This is an optimization exercise on Yosys and OpenROAD, whose aim is small area, a short achievable clock period and few clock cycles per item, not a production implementation.
Function was checked by simulation only, so behaviour that the tests miss may differ from the original.

## flow/design.v (module list and top-level ports; edited modules follow where they fit)
// module logarithm: 1599 lines
// module log_fa: 4 lines
// module log_xor: 3 lines
// module log_maj: 3 lines
// module log_nand: 3 lines
// module log_nor: 3 lines
// module log_inv: 3 lines
// module log_aoi21: 3 lines
// module log_oai21: 3 lines
// module log_xnor: 3 lines
// module log_or: 3 lines
module logarithm #(
	parameter n = 16,
	parameter m = 24,
	parameter k = 5 ,
	parameter p = 24
) (
	input        clk  ,  
	input        reset,  
	input        start,
	input  [0:n] x    ,
	output [1:p] y    ,
	output       done
);
  // ...
==> flow/flow/run.sh <==
#!/bin/bash
# Standard layout, with the smallest buffer on the ports instead of the
# delay buffer that buffer_ports picks by default.
set -e
export BUFFER_PORTS_ARGS="-buffer_cell sky130_fd_sc_hd__buf_1"
bash standard.sh finish > standard_flow.log 2>&1
==> flow/standard.sh <==
#!/bin/bash
# synth_recipe.tcl (not shown) runs the flow's synth.tcl, then flattens the netlist and writes it again
# the make line also repeats each setting of config.mk as NAME=value (left out here)
make -C /OpenROAD-flow-scripts/flow DESIGN_CONFIG=/design/flow/config.mk WORK_HOME=/design/flow/orfs CLKGATE_MAP_FILE= SYNTH_SCRIPT=/design/flow/synth_recipe.tcl "${@:-finish}"
==> flow/config.mk <==
export PLATFORM = sky130hd
export DESIGN_NAME = logarithm
export DESIGN_NICKNAME = logarithm
export VERILOG_FILES = /design/flow/design.v
export SDC_FILE = /design/flow/constraint.sdc
export NUM_CORES = 4
export LEC_CHECK = 0
export CAP_MARGIN = 20
export CORE_MARGIN = 2
export CORE_UTILIZATION = 40
export CTS_BUF_LIST = sky130_fd_sc_hd__clkbuf_4 sky130_fd_sc_hd__clkbuf_8
export SETUP_SLACK_MARGIN = 3.8
export SLEW_MARGIN = 60
export SYNTH_HIERARCHICAL = 1
export SYNTH_MINIMUM_KEEP_SIZE = 0
==> flow/constraint.sdc <==
create_clock -name core_clock -period 9.0 [get_ports {clk}]
set_input_delay 1.8000 -clock core_clock [delete_from_list [all_inputs] [get_ports {clk}]]
set_output_delay 1.8000 -clock core_clock [all_outputs]
set_load 0.01 [all_outputs]
==> summary.txt, run 1 <==
post-detail-place hpwl=~21000 µm; Repair and plain buffers=71; GRT Util Overall=roughly 21%; share of post-route cells with drive strength above 1=~10%; mux share of post-synthesis cell area=0%; metal3 WL=approximately 1300 µm; r2r startpoint=f[18]; status=timing/DRC/antenna clean; pre-CTS setup slack=about 3.6 ns; CTS Buf Count=5; num rows=59; Post-DP Area=11000 µm²; sequential area share after synthesis=between 10% and 20%; clock buffer count=5; met3 Use GR=2.55%; initial antenna violation count=0; RSZ-0062 raised after global routing=no; Hold Vio Cnt, Final=0; final WL=between 20000 and 30000 µm; synthesized flop and latch total=between 40 and 50; met1 WL=11900 µm; Top Family by Delay on Critical Path=adder cells; Clock transition at path regs=0.11 ns
Testbench counts, summed over its fixed seeds: cycles 41,600, items 1,600.
==> run 2: changes to the inputs <==
--- a/flow/design.v
+++ b/flow/design.v
@@ -7,17 +7,16 @@
 	input        clk  ,  
 	input        reset,  
 	input        start,
 	input  [0:n] x    ,
 	output [1:p] y    ,
 	output       done
 );
 	reg  [23:0] f;
-	reg  [24:0] r;           
 	wire s1;
 	wire c2;
 	wire s3;
 	wire c4;
 	wire s5;
 	wire c6;
 	wire s7;
 	wire c8;
@@ -1573,45 +1572,113 @@
 	log_xor u_sum45 (pp_[45], cy[45], t[45]);
 	log_xor u_sum46 (pp_[46], cy[46], t[46]);
 	log_xor u_sum47 (pp_[47], cy[47], t[47]);
 	log_xor u_sum48 (pp_[48], cy[48], t[48]);
 	log_xor u_sum49 (pp_[49], cy[49], t[49]);
 	assign t[23:0] = 24'd0;
 	wire [25:0] s  = t[49:24];
 	wire        b  = f >= 24'd6949351;
-	wire        ld = r[24];
-	wire        sh = ~ld & b;    
-	wire        sk = ~ld & ~b;   
+	wire ge1 = f >= 24'd1518468;
+	wire ge2 = f >= 24'd3174369;
+	wire ge3 = f >= 24'd4980142;
+	wire ge4 = b;
+	wire ge5 = f >= 24'd9096789;
+	wire ge6 = f >= 24'd11438586;
+	wire ge7 = f >= 24'd13992335;
+	wire tb0 = ge4;
+	wire tb1 = (tb0 ? ge6 : ge2);
+	wire tb2 = (tb0 ? (tb1 ? ge7 : ge5) : (tb1 ? ge3 : ge1));
+	wire [2:0] tbits = {tb0, tb1, tb2};
+	reg  [21:0] sr;          
+	wire        dn = sr[21];
+	wire        sh = ~dn & b;      
+	wire        sk = ~dn & ~b;     
+	wire        hd = dn & ~start;  
+	wire [23:0] fh;              
+	log_nand u_hold0 (hd, f[0], fh[0]);
+	log_nand u_hold1 (hd, f[1], fh[1]);
+	log_nand u_hold2 (hd, f[2], fh[2]);
+	log_nand u_hold3 (hd, f[3], fh[3]);
+	log_nand u_hold4 (hd, f[4], fh[4]);
+	log_nand u_hold5 (hd, f[5], fh[5]);
+	log_nand u_hold6 (hd, f[6], fh[6]);
+	log_nand u_hold7 (hd, f[7], fh[7]);
+	log_nand u_hold8 (hd, f[8], fh[8]);
+	log_nand u_hold9 (hd, f[9], fh[9]);
+	log_nand u_hold10 (hd, f[10], fh[10]);
+	log_nand u_hold11 (hd, f[11], fh[11]);
+	log_nand u_hold12 (hd, f[12], fh[12]);
+	log_nand u_hold13 (hd, f[13], fh[13]);
+	log_nand u_hold14 (hd, f[14], fh[14]);
+	log_nand u_hold15 (hd, f[15], fh[15]);
+	log_nand u_hold16 (hd, f[16], fh[16]);
+	log_nand u_hold17 (hd, f[17], fh[17]);
+	log_nand u_hold18 (hd, f[18], fh[18]);
+	log_nand u_hold19 (hd, f[19], fh[19]);
+	log_nand u_hold20 (hd, f[20], fh[20]);
+	log_nand u_hold21 (hd, f[21], fh[21]);
+	log_nand u_hold22 (hd, f[22], fh[22]);
+	log_nand u_hold23 (hd, f[23], fh[23]);
+	wire [23:0] fs;              
+	log_a22oi u_sel0 (sh, s[1], sk, s[0], fs[0]);
+	log_a22oi u_sel1 (sh, s[2], sk, s[1], fs[1]);
+	log_a22oi u_sel2 (sh, s[3], sk, s[2], fs[2]);
+	log_a22oi u_sel3 (sh, s[4], sk, s[3], fs[3]);
+	log_a22oi u_sel4 (sh, s[5], sk, s[4], fs[4]);
+	log_a22oi u_sel5 (sh, s[6], sk, s[5], fs[5]);
+	log_a22oi u_sel6 (sh, s[7], sk, s[6], fs[6]);
+	log_a22oi u_sel7 (sh, s[8], sk, s[7], fs[7]);
+	log_a22oi u_sel8 (sh, s[9], sk, s[8], fs[8]);
+	log_a22oi u_sel9 (sh, s[10], sk, s[9], fs[9]);
+	log_a22oi u_sel10 (sh, s[11], sk, s[10], fs[10]);
+	log_a22oi u_sel11 (sh, s[12], sk, s[11], fs[11]);
+	log_a22oi u_sel12 (sh, s[13], sk, s[12], fs[12]);
+	log_a22oi u_sel13 (sh, s[14], sk, s[13], fs[13]);
+	log_a22oi u_sel14 (sh, s[15], sk, s[14], fs[14]);
+	log_a22oi u_sel15 (sh, s[16], sk, s[15], fs[15]);
+	log_a22oi u_sel16 (sh, s[17], sk, s[16], fs[16]);
+	log_a22oi u_sel17 (sh, s[18], sk, s[17], fs[17]);
+	log_a22oi u_sel18 (sh, s[19], sk, s[18], fs[18]);
+	log_a22oi u_sel19 (sh, s[20], sk, s[19], fs[19]);
+	log_a22oi u_sel20 (sh, s[21], sk, s[20], fs[20]);
+	log_a22oi u_sel21 (sh, s[22], sk, s[21], fs[21]);
+	log_a22oi u_sel22 (sh, s[23], sk, s[22], fs[22]);
+	log_a22oi u_sel23 (sh, s[25], sk, s[23], fs[23]);
 	always @(posedge clk)
-		f <= ({24{sh}} & {s[25], s[23:1]}) | ({24{sk}} & s[23:0]) |
-		     ({24{ld}} & {x[1:n], {(m-n){1'b0}}});
+		f <= ~fs | ~fh | ({24{start & x[0]}} & {x[1:n], {(m-n){1'b0}}});
 	always @(posedge clk or negedge reset) begin
 		if (~reset)
-			r[24] <= 1'b1;
-		else if (start | ~r[24])
-			r[24] <= start ? 1'b0 : r[23];
+			sr[21] <= 1'b1;
+		else if (start | ~dn)
+			sr[21] <= start ? 1'b0 : sr[20];
 	end
 	always @(posedge clk) begin
-		if (start | ~r[24])
-			r[23:0] <= start ? 24'd1 : {r[22:0], b & x[0]};
+		if (start | ~dn)
+			sr[20:0] <= start ? 21'd1 : {sr[19:0], b};
 	end
-	assign done = r[24];
-	assign y    = r[23:0];
+	assign done = dn;
+	assign y    = {sr[20:0], tbits};
 endmodule
 module log_fa (input a, input b, input c, output s, output co);
 	assign s  = a ^ b ^ c;
 	assign co = (a & b) | (a & c) | (b & c);
 endmodule
 module log_xor (input a, input b, output y);
 	assign y = a ^ b;
 endmodule
 module log_maj (input a, input b, input c, output y);
 	assign y = (a & b) | (a & c) | (b & c);
 endmodule
+module log_a22oi (input a, input b, input c, input d, output y);
+	assign y = ~((a & b) | (c & d));
+endmodule
+module log_and (input a, input b, output y);
+	assign y = a & b;
+endmodule
 module log_nand (input a, input b, output y);
 	assign y = ~(a & b);
 endmodule
 module log_nor (input a, input b, output y);
 	assign y = ~(a | b);
 endmodule
 module log_inv (input a, output y);
 	assign y = ~a;
==> flow/config.mk (replaced) <==
export PLATFORM = sky130hd
export DESIGN_NAME = logarithm
export DESIGN_NICKNAME = logarithm
export VERILOG_FILES = /design/flow/design.v
export SDC_FILE = /design/flow/constraint.sdc
export NUM_CORES = 4
export LEC_CHECK = 0
export CAP_MARGIN = 20
export CORE_MARGIN = 2
export CORE_UTILIZATION = 40
export SETUP_SLACK_MARGIN = 4.1
export SLEW_MARGIN = 60
export SYNTH_HIERARCHICAL = 1
export SYNTH_MINIMUM_KEEP_SIZE = 0
==> summary.txt, run 2 <==
status=timing/DRC/antenna clean (unchanged); first-pass GRT wire length=48500 µm (was 46400 µm); cells on worst reg2reg path=19 (was 18); R2R setup slack=4.30 ns (was 4.14 ns); Starting Density=40.5% (was 40.6%); Die W=169 µm (was 166 µm); area share of the largest cell type after synthesis=38.4% (was 39.7%); post-synth cell types=53 (was 33); dominant cells by area after synthesis=fa_1, nand2_1, xor2_1 (unchanged); DRC=0 (unchanged); via count=8836 (was 8297); metal3 WL=1880 µm (was 1320 µm); Worst Hold Class=flip-flop to flip-flop (unchanged); hold path start=f[11] (was r[23]); Slew headroom=63.4% (was 65.5%); part of the cycle the worst path needs=52.3% (was 54.0%); Clock Path Buffers=2 (unchanged); Avg Synthesized Cell Area=8.39 µm² (was 8.41 µm²); post-route cell area=12000 µm² (was 11300 µm²); Commonest cells post-synth=nand2_1, fa_1, xor2_1 (unchanged); number of synthesized flops with an enable pin=21 (was 24); pre-CTS setup slack=3.75 ns (was 3.64 ns); final WL=30800 µm (was 27500 µm); Pre-antenna DRT Iters=5 (unchanged); Max-Cap Viols=0 (unchanged); final design utilization=44.7% (was 43.4%); met2 WL post-DR=14800 µm (was 13800 µm); Hold Vio Cnt, Final=0 (unchanged); leading cell type in the layout, fill and taps excluded=nand2_1 (unchanged); Critical Path Source Type=flip-flop (unchanged); Filler cells=2651 (was 2594); Synth area leader=fa_1 (unchanged); largest register by flop count=f (was r); worst-path fanout max=17 (was 26); most frequent cells in the layout=nand2_1, fa_1, xor2_1 (unchanged); Cells on Worst Hold Path=2 (unchanged); remaining antenna violation count after routing=0 (unchanged); Post-DP Area=11400 µm² (was 11000 µm²); initial antenna violation count=0 (unchanged); CTS root buffer=clkbuf_16 (was clkbuf_8); Slew @ Worst Pin=0.546 ns (was 0.517 ns); synthesized area=10900 µm² (was 10500 µm²); routed len/inst=18.6 µm (was 17.3 µm); chip height=169 µm (was 166 µm); input/output buffers=44 (unchanged); final setup fails=0 (unchanged); grt total ovfl=0 (unchanged); hold-fix buffers at CTS=0 (unchanged); # nets final=1543 (was 1482); crit path DAT=4.94 ns (was 5.11 ns); cell with the most instances after synthesis=nand2_1 (unchanged); largest net degree at the start of global routing=31 (was 44); number of diodes=0 (unchanged); r2r startpoint=f[22] (was f[18]); area grow syn2layout=10.3% (was 6.93%); GP Congestion=0.854 (was 0.806); reg2reg end=f[14] (was f[10]); synthesized flop and latch total=46 (was 49); worst-skew pair later-pin latency=0.30 ns (was 0.31 ns); num rows=60 (was 59); warning count from the yosys run=7 (unchanged); Max Clock Freq=213 MHz (was 206 MHz); share of post-route cells with drive strength above 1=13.5% (was 10.3%); RSZ-0062 raised after global routing=no (unchanged); post-detail-place hpwl=21700 µm (was 20600 µm); met1 WL=13500 µm (was 11900 µm); top flop regs=f (24), sr (22) (was r (25), f (24)); hold worst-path end=f[11] (was r[24]); die area=28600 µm² (was 27700 µm²); TritonCTS clock tree=built (unchanged); H-Tree Depth=2 (unchanged); worst setup margin=4.30 ns (was 4.14 ns); vias in the first global route=9099 (was 8859); max-slew violations=0 (unchanged); clk sinks=46 (was 49); Largest register FFs=24 (was 25); Clock transition at path regs=0.07 ns (was 0.11 ns); CTS Buf Count=5 (unchanged); sequential area share after synthesis=10.4% (was 11.6%); Post-synth ARST share=2.17% (was 2.04%); Sum Neg Setup Slack=0 ns (unchanged); vias per cell=5.34 (was 5.22); crit end category=flip-flop (unchanged); top_reg_cell synth=dfxtp_1 (was edfxtp_1); Worst EP required=9.24 ns (was 9.25 ns); clk_skew=0.0134 ns (was 0.0128 ns); Syn Inst Count=1298 (was 1253); minimum clock period=4.70 ns (was 4.86 ns); core area=26900 µm² (was 26000 µm²); GRT Util Overall=21.6% (was 20.8%); IO Pins=45 (unchanged); DR top layer=met4 (unchanged); 1st-iter DRT viols=587 (was 434); CP Class=flip-flop to flip-flop (unchanged)
-- run 2: changes by cell type after synthesis, sizes merged, moves of 19 or more --
cell / previous run / this run
a22oi: 0 / 25
buf: 7 / 43
clkbuf: 76 / 36
nand2: 359 / 406
nor2b: 39 / 20
o21ai: 78 / 55
-- run 2: worst max-delay path, cell delays in order (launching register included) --
cell     delay (ns)
dfxtp_2        0.40
buf_12         0.19
nand2_1        0.09
fa_1           0.46
fa_1           0.42
fa_1           0.56
xor2_1         0.20
xor2_1         0.22
fa_1           0.49
nand2_1        0.12
nand2_1        0.15
nor2_4         0.19
nand2_1        0.11
o21ai_2        0.17
a21oi_4        0.05
buf_12         0.16
o21ai_1        0.18
xor2_1         0.29
a22oi_2        0.12
nand3_1        0.08
-- run 2: cell type report --
class                   count  area (µm²)  share of cell area [%]
multi-input cells        1091        9200                    76.6
well taps                 341         427                    3.55
repair buffers             82         759                    6.32
clock buffers               5         125                    1.04
flip-flops and latches     46        1150                    9.53
inverters                  88         335                    2.79
clock inverters             3        23.8                   0.198
-- run 2: per-module statistics from Yosys (local to each module, per instance) --
module     flops+latches  cells
log_xor                0      1
log_xnor               0      1
log_nand               0      1
log_aoi21              0      1
log_a22oi              0      1
log_inv                0      1
log_or                 0      1
log_nor                0      1
log_fa                 0      1
log_oai21              0      1
log_maj                0      1
logarithm             46    592
-- run 2: logic make-up (layout without fill, tap and decap cells) --
family | after synthesis | after routing | synth area share [%]
other | 1 | 6 | 0.0344
buffers and inverters | 167 | 178 | 6.21
xor gates and xnor gates | 115 | 115 | 9.25
adders and majority gates | 231 | 231 | 40.7
DFF | 46 | 46 | 10.4
and+or+nand+nor | 580 | 580 | 21.8
AOI/OAI and AO/OA | 158 | 159 | 11.6
-- run 2: how the worst max path moves through the flow --
stage	startpoint	end	slack (ns)
finish	f[22]	f[14]	4.30
global route	f[22]	f[13]	4.08
CTS	f[0]	f[8]	4.11
detailed placement	f[10]	f[8]	3.75
global placement	f[3]	f[12]	3.87
floorplan	f[3]	f[15]	4.13
-- run 2: routing by layer --
metal  global-route usage (%)  vias up
li1                         -     4107
met1                     29.4     4434
met2                     36.1      260
met3                     3.72       35
met4                     5.35        0
met5                        0        -
-- run 2: repair_timing --
| action | CTS | global route |
|---|---|---|
| pin swaps | 0 | 7 |
| endpoints found under the setup margin | 17 | 17 |
| gates resized for setup | 12 | 63 |
| cloned | 0 | 6 |
| buffers inserted | 1 | 4 |
-- run 2: metrics by stage --
stage	hold WS, ns	instances
2_1_floorplan	0.418	1303
3_3_place_gp	0.462	1637
3_5_place_dp	0.479	1637
4_1_cts	0.491	1646
5_1_grt	0.531	1656
6_report	0.503	1656
Testbench counts of run 2, summed over its fixed seeds: cycles 36,800, items 1,600.
==> run 3: changes to the inputs <==
--- a/flow/config.mk
+++ b/flow/config.mk
@@ -8,7 +8,7 @@
 export CAP_MARGIN = 20
 export CORE_MARGIN = 2
 export CORE_UTILIZATION = 40
-export SETUP_SLACK_MARGIN = 4.1
+export SETUP_SLACK_MARGIN = 3.9
 export SLEW_MARGIN = 60
 export SYNTH_HIERARCHICAL = 1
 export SYNTH_MINIMUM_KEEP_SIZE = 0
==> summary.txt, run 3 <==
dominant cells by area after synthesis=fa_1, nand2_1, xor2_1 (unchanged); Max-Cap Viols=0 (unchanged); Slew @ Worst Pin=0.616 ns (was 0.546 ns); remaining antenna violation count after routing=0 (unchanged); worst-path fanout max=29 (was 17); hold-fix buffers at CTS=0 (unchanged); via count=8878 (was 8836); IO Pins=45 (unchanged); status=timing/DRC/antenna clean (unchanged); Commonest cells post-synth=nand2_1, fa_1, xor2_1 (unchanged); Pre-antenna DRT Iters=5 (unchanged); Clock transition at path regs=0.07 ns (about the same); clk sinks=46 (unchanged); initial antenna violation count=0 (unchanged); CTS root buffer=clkbuf_16 (unchanged); area share of the largest cell type after synthesis=38.4% (unchanged); Clock Path Buffers=2 (unchanged); vias per cell=5.37 (was 5.34); chip height=169 µm (unchanged); Syn Inst Count=1298 (unchanged); TritonCTS clock tree=built (unchanged); worst-skew pair later-pin latency=0.29 ns (was 0.30 ns); Avg Synthesized Cell Area=8.39 µm² (unchanged); Post-synth ARST share=2.17% (unchanged); Die W=169 µm (unchanged); die area=28600 µm² (unchanged); GRT Util Overall=21.7% (was 21.6%); vias in the first global route=9125 (was 9099); warning count from the yosys run=7 (unchanged); final WL=30300 µm (was 30800 µm); clk_skew=0.00465 ns (was 0.0134 ns); Largest register FFs=24 (unchanged); Hold Vio Cnt, Final=0 (unchanged); largest net degree at the start of global routing=31 (unchanged); input/output buffers=44 (unchanged); sequential area share after synthesis=10.4% (unchanged); 1st-iter DRT viols=523 (was 587); leading cell type in the layout, fill and taps excluded=nand2_1 (unchanged); final design utilization=43.6% (was 44.7%); # nets final=1539 (was 1543); share of post-route cells with drive strength above 1=12.4% (was 13.5%); Critical Path Source Type=flip-flop (unchanged); Worst EP required=9.18 ns (was 9.24 ns); part of the cycle the worst path needs=54.0% (was 52.3%); synthesized flop and latch total=46 (unchanged); crit path DAT=5.05 ns (was 4.94 ns); Worst Hold Class=flip-flop to flip-flop (unchanged); routed len/inst=18.3 µm (was 18.6 µm); Slew headroom=58.9% (was 63.4%); post-synth cell types=53 (unchanged); RSZ-0062 raised after global routing=no (unchanged); num rows=60 (unchanged); Synth area leader=fa_1 (unchanged); minimum clock period=4.86 ns (was 4.70 ns); GP Congestion=0.869 (was 0.854); Max Clock Freq=206 MHz (was 213 MHz); area grow syn2layout=7.56% (was 10.3%); crit end category=flip-flop (unchanged); CP max stage delay=0.62 ns (was 0.56 ns); Starting Density=40.5% (unchanged); largest register by flop count=f (unchanged); Sum Neg Setup Slack=0 ns (unchanged); slowest stage cell, crit path=fa_1 (unchanged); DRC=0 (unchanged); grt total ovfl=0 (unchanged); top flop regs=f (24), sr (22) (unchanged); top_reg_cell synth=dfxtp_1 (unchanged); number of synthesized flops with an enable pin=21 (unchanged); CP Class=flip-flop to flip-flop (unchanged); number of diodes=0 (unchanged); synthesized area=10900 µm² (unchanged); final setup fails=0 (unchanged); H-Tree Depth=2 (unchanged); CP bufs+invs=1 (was 2); crit-path cells=buf_6 -> nand2_1 -> fa_1 -> fa_1 -> fa_1 -> maj3_2 -> fa_1 -> nand2_1 -> a21oi_2 -> o21ai_4 -> a21oi_4 -> o21ai_1 -> a21oi_2 -> o21ai_1 -> xor2_1 -> a22oi_2 -> nand3_1 (was buf_12 -> nand2_1 -> fa_1 -> fa_1 -> fa_1 -> xor2_1 -> xor2_1 -> fa_1 -> nand2_1 -> nand2_1 -> nor2_4 -> nand2_1 -> o21ai_2 -> a21oi_4 -> buf_12 -> o21ai_1 -> xor2_1 -> a22oi_2 -> nand3_1); CTS Buf Count=5 (unchanged); most frequent cells in the layout=nand2_1, fa_1, xor2_1 (unchanged); CP most frequent cell=fa_1; Filler cells=2693 (was 2651); post-detail-place hpwl=22000 µm (was 21700 µm); max-slew violations=0 (unchanged); Top Family by Delay on Critical Path=adder cells (unchanged); core area=26900 µm² (unchanged); first-pass GRT wire length=48800 µm (was 48500 µm); cell with the most instances after synthesis=nand2_1 (unchanged)
[run 3: worst min-delay path: cells and delay by family, from the launching register on]
family	cells	cell delay, ns
flip-flops	1	0.32
AND/OR/NAND/NOR	2	0.10
[run 3: path summary, 6_finish.rpt]
path	start	endpoint	slack (ns)	cells past startpoint
setup / recovery	f[23]	f[23]	4.14	17
hold / removal	f[23]	f[23]	0.47	2
setup reg to reg	f[23]	f[23]	4.14	17
hold reg to reg	f[23]	f[23]	0.47	2
max in group asynchronous	reset	sr[21]	7.55	1
min in group asynchronous	reset	sr[21]	1.43	1
[run 3: layer usage]
layer  vias up  routed length (µm)  part of all wire [%]  track usage, %
met1      4479               13000                    43            29.5
met3        43                1820                   6.0            3.11
li1       4085                   -                     -               -
met4         0                 613                   2.0            5.09
met2       271               14800                    49            36.7
met5         -                   0                     0               0
[run 3: kinds of logic after synthesis]
group                      synth area share [%]
other                                    0.0344
xor gates and xnor gates                   9.25
buffers and inverters                      6.21
DFF                                        10.4
and+or+nand+nor                            21.8
AOI/OAI and AO/OA                          11.6
adders and majority gates                  40.7
[run 3: timing repair]
action | 4_1_cts | 5_1_grt
setup endpoints to repair | 17 | 21
resized for setup | 3 | 24
pin swaps | 0 | 1
hold endpoints to repair | 0 | 0
cloned | 0 | 1
setup buffers | 1 | 4
[run 3: per-stage QoR]
stage / cells / hold WS, ns / setup WS [ns] / instance area, µm²
after floorplan: 1303 / 0.418 / 4.02 / 10900
after global placement: 1637 / 0.442 / 3.33 / 11400
after detailed placement: 1638 / 0.443 / 3.61 / 11400
after CTS: 1647 / 0.461 / 3.91 / 11600
after global routing: 1652 / 0.500 / 3.90 / 11700
final: 1652 / 0.472 / 4.14 / 11700
[run 3: per-module statistics from Yosys (local to each module, per instance)]
module,flops+latches,copies in the design,cells inside,area (µm²)
log_xnor,0,22,1,8.76
log_maj,0,22,1,11.3
log_aoi21,0,48,1,8.76
log_oai21,0,52,1,5.00
log_xor,0,69,1,8.76
log_inv,0,53,1,3.75
log_nor,0,78,1,3.75
log_or,0,22,1,6.26
log_fa,0,209,1,20.0
log_nand,0,107,1,3.75
logarithm,46,1,592,3650
log_a22oi,0,24,1,12.5
[run 3: layout make-up]
class | count | area [µm²] | share of cell area (%)
Tap cell | 341 | 427 | 3.64
Multi-Input combinational cell | 1091 | 9180 | 78.3
Clock buffer | 5 | 125 | 1.07
Sequential cell | 46 | 1140 | 9.77
Clock inverter | 3 | 23.8 | 0.203
Timing Repair Buffer | 78 | 487 | 4.15
Inverter | 88 | 330 | 2.82
==> run 4: changes to the inputs <==
--- a/flow/config.mk
+++ b/flow/config.mk
@@ -8,7 +8,7 @@
 export CAP_MARGIN = 20
 export CORE_MARGIN = 2
 export CORE_UTILIZATION = 40
-export SETUP_SLACK_MARGIN = 3.9
+export SETUP_SLACK_MARGIN = 4.0
 export SLEW_MARGIN = 60
 export SYNTH_HIERARCHICAL = 1
 export SYNTH_MINIMUM_KEEP_SIZE = 0
==> summary.txt, run 4 <==
via count=8856 (was 8878); dominant cells by area after synthesis=fa_1, nand2_1, xor2_1 (unchanged); clk_skew=0.00416 ns (was 0.00465 ns); num rows=60 (unchanged); largest register by flop count=f (unchanged); initial antenna violation count=0 (unchanged); core area=26900 µm² (unchanged); simple-gate share of the synthesized area=21.8% (unchanged); largest net degree at the start of global routing=31 (unchanged); Top Family by Delay on Critical Path=adder cells (unchanged); share of post-route cells with drive strength above 1=12.9% (was 12.4%); number of synthesized flops with an enable pin=21 (unchanged); chip height=169 µm (unchanged); Worst EP required=9.18 ns (about the same); top flop regs=f (24), sr (22) (unchanged); synthesized area=10900 µm² (unchanged); CP most frequent cell=fa_1 (unchanged); input/output buffers=44 (unchanged); Synth area leader=fa_1 (unchanged); Commonest cells post-synth=nand2_1, fa_1, xor2_1 (unchanged); routed len/inst=18.3 µm (about the same); CTS root buffer=clkbuf_16 (unchanged); CP max stage delay=0.59 ns (was 0.62 ns); Starting Density=40.5% (unchanged); crit-path cells=buf_4 -> nand2_1 -> fa_1 -> fa_1 -> fa_1 -> maj3_2 -> fa_1 -> nand2_1 -> a21oi_2 -> o21ai_4 -> a21oi_4 -> buf_12 -> o21ai_1 -> a21oi_2 -> o21ai_1 -> xor2_1 -> a22oi_2 -> nand3_1 (was buf_6 -> nand2_1 -> fa_1 -> fa_1 -> fa_1 -> maj3_2 -> fa_1 -> nand2_1 -> a21oi_2 -> o21ai_4 -> a21oi_4 -> o21ai_1 -> a21oi_2 -> o21ai_1 -> xor2_1 -> a22oi_2 -> nand3_1); max-slew violations=0 (unchanged); minimum clock period=4.80 ns (was 4.86 ns); die area=28600 µm² (unchanged); Slew headroom=59.2% (was 58.9%); worst-path fanout max=13 (was 29); top_reg_cell synth=dfxtp_1 (unchanged); worst-skew pair later-pin latency=0.29 ns (about the same); Clock transition at path regs=0.07 ns (about the same); Pre-antenna DRT Iters=7 (was 5); CTS Buf Count=5 (unchanged); Die W=169 µm (unchanged); CP bufs+invs=2 (was 1); Max Clock Freq=208 MHz (was 206 MHz); post-route cell area=11800 µm² (was 11700 µm²); GP Congestion=0.869 (unchanged); Syn Inst Count=1298 (unchanged); crit end category=flip-flop (unchanged); final WL=30200 µm (was 30300 µm); CP Class=flip-flop to flip-flop (unchanged); Avg Synthesized Cell Area=8.39 µm² (unchanged); most frequent cells in the layout=nand2_1, fa_1, xor2_1 (unchanged); XOR/XNOR Fraction of Synth Area=9.25% (unchanged); clk sinks=46 (unchanged); compound-cell area share of the yosys netlist=11.6% (unchanged); Clock Path Buffers=2 (unchanged); remaining antenna violation count after routing=0 (unchanged); crit path DAT=4.98 ns (was 5.05 ns); warning count from the yosys run=7 (unchanged); Largest register FFs=24 (unchanged); vias per cell=5.36 (was 5.37); adder and majority gate portion of the synthesized area=40.7% (unchanged); largest family of logic cells by synthesized area=adder cells (unchanged); post-detail-place hpwl=22000 µm (unchanged); Slew @ Worst Pin=0.611 ns (was 0.616 ns); Post-DP Area=11400 µm² (unchanged); synthesized flop and latch total=46 (unchanged); part of the cycle the worst path needs=53.3% (was 54.0%); vias in the first global route=9130 (was 9125); mux share of post-synthesis cell area=0% (unchanged); Sum Neg Setup Slack=0 ns (unchanged); post-synth cell types=53 (unchanged); area share of the largest cell type after synthesis=38.4% (unchanged); RSZ-0062 raised after global routing=yes (was no); H-Tree Depth=2 (unchanged); DRC=0 (unchanged); pre-CTS setup slack=3.61 ns (unchanged); number of diodes=0 (unchanged); sequential area share after synthesis=10.4% (unchanged); leading cell type in the layout, fill and taps excluded=nand2_1 (unchanged); Max-Cap Viols=0 (unchanged); Post-synth ARST share=2.17% (unchanged); TritonCTS clock tree=built (unchanged); area grow syn2layout=8.37% (was 7.56%); Hold Vio Cnt, Final=0 (unchanged); GRT Util Overall=21.7% (about the same); final setup fails=0 (unchanged); cell with the most instances after synthesis=nand2_1 (unchanged); slowest stage cell, crit path=fa_1 (unchanged); grt total ovfl=0 (unchanged); 1st-iter DRT viols=565 (was 523); Critical Path Source Type=flip-flop (unchanged); status=timing/DRC/antenna clean (unchanged); worst setup margin=4.20 ns (was 4.14 ns); # nets final=1539 (unchanged); IO Pins=45 (unchanged); Worst Hold Class=flip-flop to flip-flop (unchanged); first-pass GRT wire length=48900 µm (was 48800 µm)
run 4: cell counts after synthesis:
No cell type changed its count.
run 4: layout make-up:
cell class / count / area, µm²
Multi-Input combinational cell: 1090 / 9200
Inverter: 88 / 330
Timing Repair Buffer: 79 / 553
Sequential cell: 46 / 1150
Fill cell: 2680 / 15100
Clock inverter: 3 / 23.8
Clock buffer: 5 / 125
Tap cell: 341 / 427
run 4: layer usage:
metal | up-vias | track usage [%] | routed length [µm]
li1 | 4088 | - | -
met1 | 4451 | 29.5 | 12900
met2 | 271 | 36.8 | 14700
met3 | 46 | 3.11 | 1960
met4 | 0 | 5.09 | 650
met5 | - | 0 | 0
run 4: stage by stage:
| step | cells | hold slack [ns] | util (%) |
|---|---|---|---|
| final | 1652 | 0.485 | 43.9 |
| after detailed placement | 1638 | 0.443 | 42.4 |
| after global placement | 1637 | 0.442 | 42.3 |
| after global routing | 1652 | 0.514 | 43.9 |
| after CTS | 1648 | 0.461 | 43.3 |
| after floorplan | 1303 | 0.418 | - |
run 4: timing repair:
action	in CTS	in global routing
buffers inserted	2	4
pin swaps	1	1
hold buffers	0	0
gates resized for setup	10	39
endpoints found under the setup margin	17	18
run 4: logic make-up after synthesis:
family / after synthesis
flip-flops: 46
adder cells (fa/ha/maj): 231
buffers and inverters: 167
XOR/XNOR: 115
AND/OR/NAND/NOR: 580
AO/OA/AOI/OAI: 158
other: 1
run 4: worst paths after layout:
check                      start  slack, ns  depth (start not counted)      to
hold reg to reg            f[11]       0.49                          2   f[11]
setup reg to reg           f[22]       4.20                         18   f[23]
setup / recovery           f[22]       4.20                         18   f[23]
max in group asynchronous  reset       7.55                          1  sr[21]
min in group asynchronous  reset       1.43                          1  sr[21]
hold / removal             f[11]       0.49                          2   f[11]
run 4: per-module statistics from Yosys (local to each module, per instance):
module	flip-flops and latches	copies in the design	cells
log_nor	0	78	1
log_oai21	0	52	1
logarithm	46	1	592
log_nand	0	107	1
log_maj	0	22	1
log_xor	0	69	1
log_xnor	0	22	1
log_or	0	22	1
log_aoi21	0	48	1
log_a22oi	0	24	1
log_inv	0	53	1
log_fa	0	209	1
run 4: tightest hold or removal path: cells and delay by family, from the launching register on:
kind          cells  cell delay [ns]
flops             1             0.33
simple gates      2             0.13
==> run 5: changes to the inputs <==
--- a/flow/config.mk
+++ b/flow/config.mk
@@ -8,6 +8,7 @@
 export CAP_MARGIN = 20
 export CORE_MARGIN = 2
 export CORE_UTILIZATION = 40
+export CTS_BUF_LIST = sky130_fd_sc_hd__clkbuf_4 sky130_fd_sc_hd__clkbuf_8
 export SETUP_SLACK_MARGIN = 4.0
 export SLEW_MARGIN = 60
 export SYNTH_HIERARCHICAL = 1
==> summary.txt, run 5 <==
IO Pins=45 (unchanged); core area=26900 µm² (unchanged); crit path from=f[22] (unchanged); CP Class=flip-flop to flip-flop (unchanged); Sum Neg Setup Slack=0 ns (unchanged); vias per cell=5.39 (was 5.36); synthesized area=10900 µm² (unchanged); max-slew violations=0 (unchanged); Commonest cells post-synth=nand2_1, fa_1, xor2_1 (unchanged); clk_skew=0.00320 ns (was 0.00416 ns); TritonCTS clock tree=built (unchanged); area of all sequential standard cells=1150 µm² (unchanged); final setup fails=0 (unchanged); num rows=60 (unchanged); chip height=169 µm (unchanged); Max Clock Freq=209 MHz (was 208 MHz); dominant cells by area after synthesis=fa_1, nand2_1, xor2_1 (unchanged); Worst EP required=9.21 ns (was 9.18 ns); Slew headroom=59.1% (was 59.2%); CP max stage delay=0.57 ns (was 0.59 ns); Starting Density=40.5% (unchanged); Hold Vio Cnt, Final=0 (unchanged); final WL=30200 µm (about the same); CTS root buffer=clkbuf_8 (was clkbuf_16); cells on worst reg2reg path=18 (unchanged); Cells on Worst Hold Path=2 (unchanged); remaining antenna violation count after routing=0 (unchanged); worst-path fanout max=17 (was 13); first-pass GRT wire length=48900 µm (about the same); post-detail-place hpwl=22000 µm (unchanged); largest net degree at the start of global routing=31 (unchanged); CTS Buf Count=5 (unchanged); Setup crit end=f[22] (was f[23]); Syn Inst Count=1298 (unchanged); Critical Path Source Type=flip-flop (unchanged); Clock Path Buffers=2 (unchanged); GP Congestion=0.869 (unchanged); share of post-route cells with drive strength above 1=12.9% (unchanged); Max-Cap Viols=0 (unchanged); area of the multi-input gates=9210 µm² (was 9200 µm²); top flop regs=f (24), sr (22) (unchanged); number of diodes=0 (unchanged); area grow syn2layout=8.01% (was 8.37%); Slew @ Worst Pin=0.612 ns (was 0.611 ns); largest register by flop count=f (unchanged); Top Family by Delay on Critical Path=adder cells (unchanged); Post-synth ARST share=2.17% (unchanged); crit path DAT=5.00 ns (was 4.98 ns); routed len/inst=18.3 µm (about the same); area share of the largest cell type after synthesis=38.4% (unchanged); cell with the most instances after synthesis=nand2_1 (unchanged); most frequent cells in the layout=nand2_1, fa_1, xor2_1 (unchanged); number of synthesized flops with an enable pin=21 (unchanged); top_reg_cell synth=dfxtp_1 (unchanged); number of cells on the critical path=18 (unchanged); number of placed instances, taps included=1638 (unchanged); CP bufs+invs=2 (unchanged); post-synth cell types=53 (unchanged); sequential area share after synthesis=10.4% (unchanged); r2r startpoint=f[22] (unchanged); Clock transition at path regs=0.10 ns (was 0.07 ns); non-filler cells, final=1652 (unchanged); 1st-iter DRT viols=567 (was 565); minimum clock period=4.79 ns (was 4.80 ns); part of the cycle the worst path needs=53.2% (was 53.3%); Largest register FFs=24 (unchanged); CP most frequent cell=fa_1 (unchanged); slowest stage cell, crit path=fa_1 (unchanged); status=timing/DRC/antenna clean (unchanged); Synth area leader=fa_1 (unchanged); leading cell type in the layout, fill and taps excluded=nand2_1 (unchanged); reg2reg end=f[22] (was f[23]); die area=28600 µm² (unchanged); Die W=169 µm (unchanged); vias in the first global route=9127 (was 9130); Worst Hold Class=flip-flop to flip-flop (unchanged); Pre-antenna DRT Iters=5 (was 7); synthesized flop and latch total=46 (unchanged); Avg Synthesized Cell Area=8.39 µm² (unchanged); grt total ovfl=0 (unchanged); R2R setup slack=4.21 ns (was 4.20 ns); input/output buffers=44 (unchanged); worst-skew pair later-pin latency=0.31 ns (was 0.29 ns); initial antenna violation count=1 (was 0); Filler cells=2685 (was 2680); crit-path cells=buf_4 -> nand2_1 -> fa_1 -> fa_1 -> fa_1 -> maj3_2 -> fa_1 -> nand2_1 -> a21oi_2 -> o21ai_4 -> a21oi_2 -> o21ai_2 -> a21oi_4 -> buf_12 -> o21ai_1 -> xor2_1 -> a22oi_2 -> nand3_1 (was buf_4 -> nand2_1 -> fa_1 -> fa_1 -> fa_1 -> maj3_2 -> fa_1 -> nand2_1 -> a21oi_2 -> o21ai_4 -> a21oi_4 -> buf_12 -> o21ai_1 -> a21oi_2 -> o21ai_1 -> xor2_1 -> a22oi_2 -> nand3_1); DRC=0 (unchanged); RSZ-0062 raised after global routing=yes (unchanged); GRT Util Overall=21.7% (about the same); H-Tree Depth=2 (unchanged); warning count from the yosys run=7 (unchanged); # nets final=1539 (unchanged); crit end category=flip-flop (unchanged); clk sinks=46 (unchanged); via count=8909 (was 8856)
-- run 5: per-module statistics from Yosys (local to each module, per instance) --
module | flip-flops and latches | cells | copies in the design | cell area (µm²)
logarithm | 46 | 592 | 1 | 3650
log_fa | 0 | 1 | 209 | 20.0
log_a22oi | 0 | 1 | 24 | 12.5
log_maj | 0 | 1 | 22 | 11.3
log_aoi21 | 0 | 1 | 48 | 8.76
log_xnor | 0 | 1 | 22 | 8.76
log_xor | 0 | 1 | 69 | 8.76
log_or | 0 | 1 | 22 | 6.26
log_oai21 | 0 | 1 | 52 | 5.00
log_inv | 0 | 1 | 53 | 3.75
log_nand | 0 | 1 | 107 | 3.75
log_nor | 0 | 1 | 78 | 3.75
-- run 5: worst min-delay path by stage --
stage               start     to
global route        f[11]  f[11]
finish              f[11]  f[11]
detailed placement  f[23]  f[23]
floorplan            f[4]   f[4]
global placement    f[23]  f[23]
CTS                 f[23]  f[23]
-- run 5: metrics by stage --
step	cell area (µm²)	hold WS, ns	util (%)	setup slack, ns
final	11800	0.491	43.8	4.21
after global routing	11800	0.519	43.8	3.98
after CTS	11600	0.467	43.1	4.02
after detailed placement	11400	0.443	42.4	3.61
after global placement	11400	0.442	42.3	3.33
after floorplan	10900	0.418	-	4.02
-- run 5: cell type report --
type / instances / area share, %
inverters: 88 / 2.81
multi-input cells: 1090 / 78.3
repair buffers: 79 / 4.73
flip-flops and latches: 46 / 9.74
clock buffers: 5 / 0.585
clock inverters: 3 / 0.202
well taps: 341 / 3.63
-- run 5: kinds of logic (layout without fill, tap and decap cells) --
kind of cell | after synthesis | in the layout | synth area share [%]
buffers and inverters | 167 | 175 | 6.21
other | 1 | 6 | 0.0344
adder cells (fa/ha/maj) | 231 | 231 | 40.7
flip-flops | 46 | 46 | 10.4
XOR/XNOR | 115 | 115 | 9.25
AND/OR/NAND/NOR | 580 | 580 | 21.8
AO/OA/AOI/OAI | 158 | 158 | 11.6
-- run 5: worst reg2reg max path, cell delays in order (launching register included) --
cell and delay [ns]:
dfxtp_4 0.44, buf_4 0.24, nand2_1 0.11, fa_1 0.57, fa_1 0.44, fa_1 0.42, maj3_2 0.33, fa_1 0.54
nand2_1 0.11, a21oi_2 0.27, o21ai_4 0.13, a21oi_2 0.16, o21ai_2 0.09, a21oi_4 0.14, buf_12 0.16, o21ai_1 0.11
xor2_1 0.20, a22oi_2 0.17, nand3_1 0.07
-- run 5: layer usage --
layer  vias to the layer above  part of all wire, %  track usage, %
li1                       4092                    -               -
met5                         -                0.043               0
met4                         2                  2.2            4.87
met2                       274                   49            36.9
met1                      4490                   43            29.4
met3                        51                  6.1            3.30
-- run 5: repair_timing --
item                       4_1_cts  5_1_grt
resized for setup               10       42
setup endpoints to repair       17       18
buffers inserted                 2        4
pin swaps                        1        1
hold buffers                     0        0

[what the ideal ports hide]
Ports are ideal in the flow. The routed layouts listed here were re-timed in OpenROAD.
Step 1 assumes that a clkbuf_16 drives the clock port and a buf_2 every other input.
Step 2 also shifts input and output timing later by t, the mid clock arrival at the registers, as if the neighbouring blocks saw the same clock.
Slacks: ideal ports / drivers / drivers and shift; pairs: ideal ports / drivers.
run | t (ns) | setup WS [ns] | worst hold slack (ns)
run 1 | 0.335 | 4.137 / 4.137 / 4.137 | 0.561 / 0.561 / 0.561
run 2 | 0.334 | 4.297 / 4.297 / 4.297 | 0.503 / 0.503 / 0.503
run 3 | 0.326 | 4.139 / 4.139 / 4.139 | 0.472 / 0.472 / 0.472
run 4 | 0.327 | 4.201 / 4.201 / 4.201 | 0.485 / 0.485 / 0.485
run 5 | 0.346 | 4.208 / 4.208 / 4.208 | 0.491 / 0.491 / 0.491
After both steps every run listed still meets setup and hold.
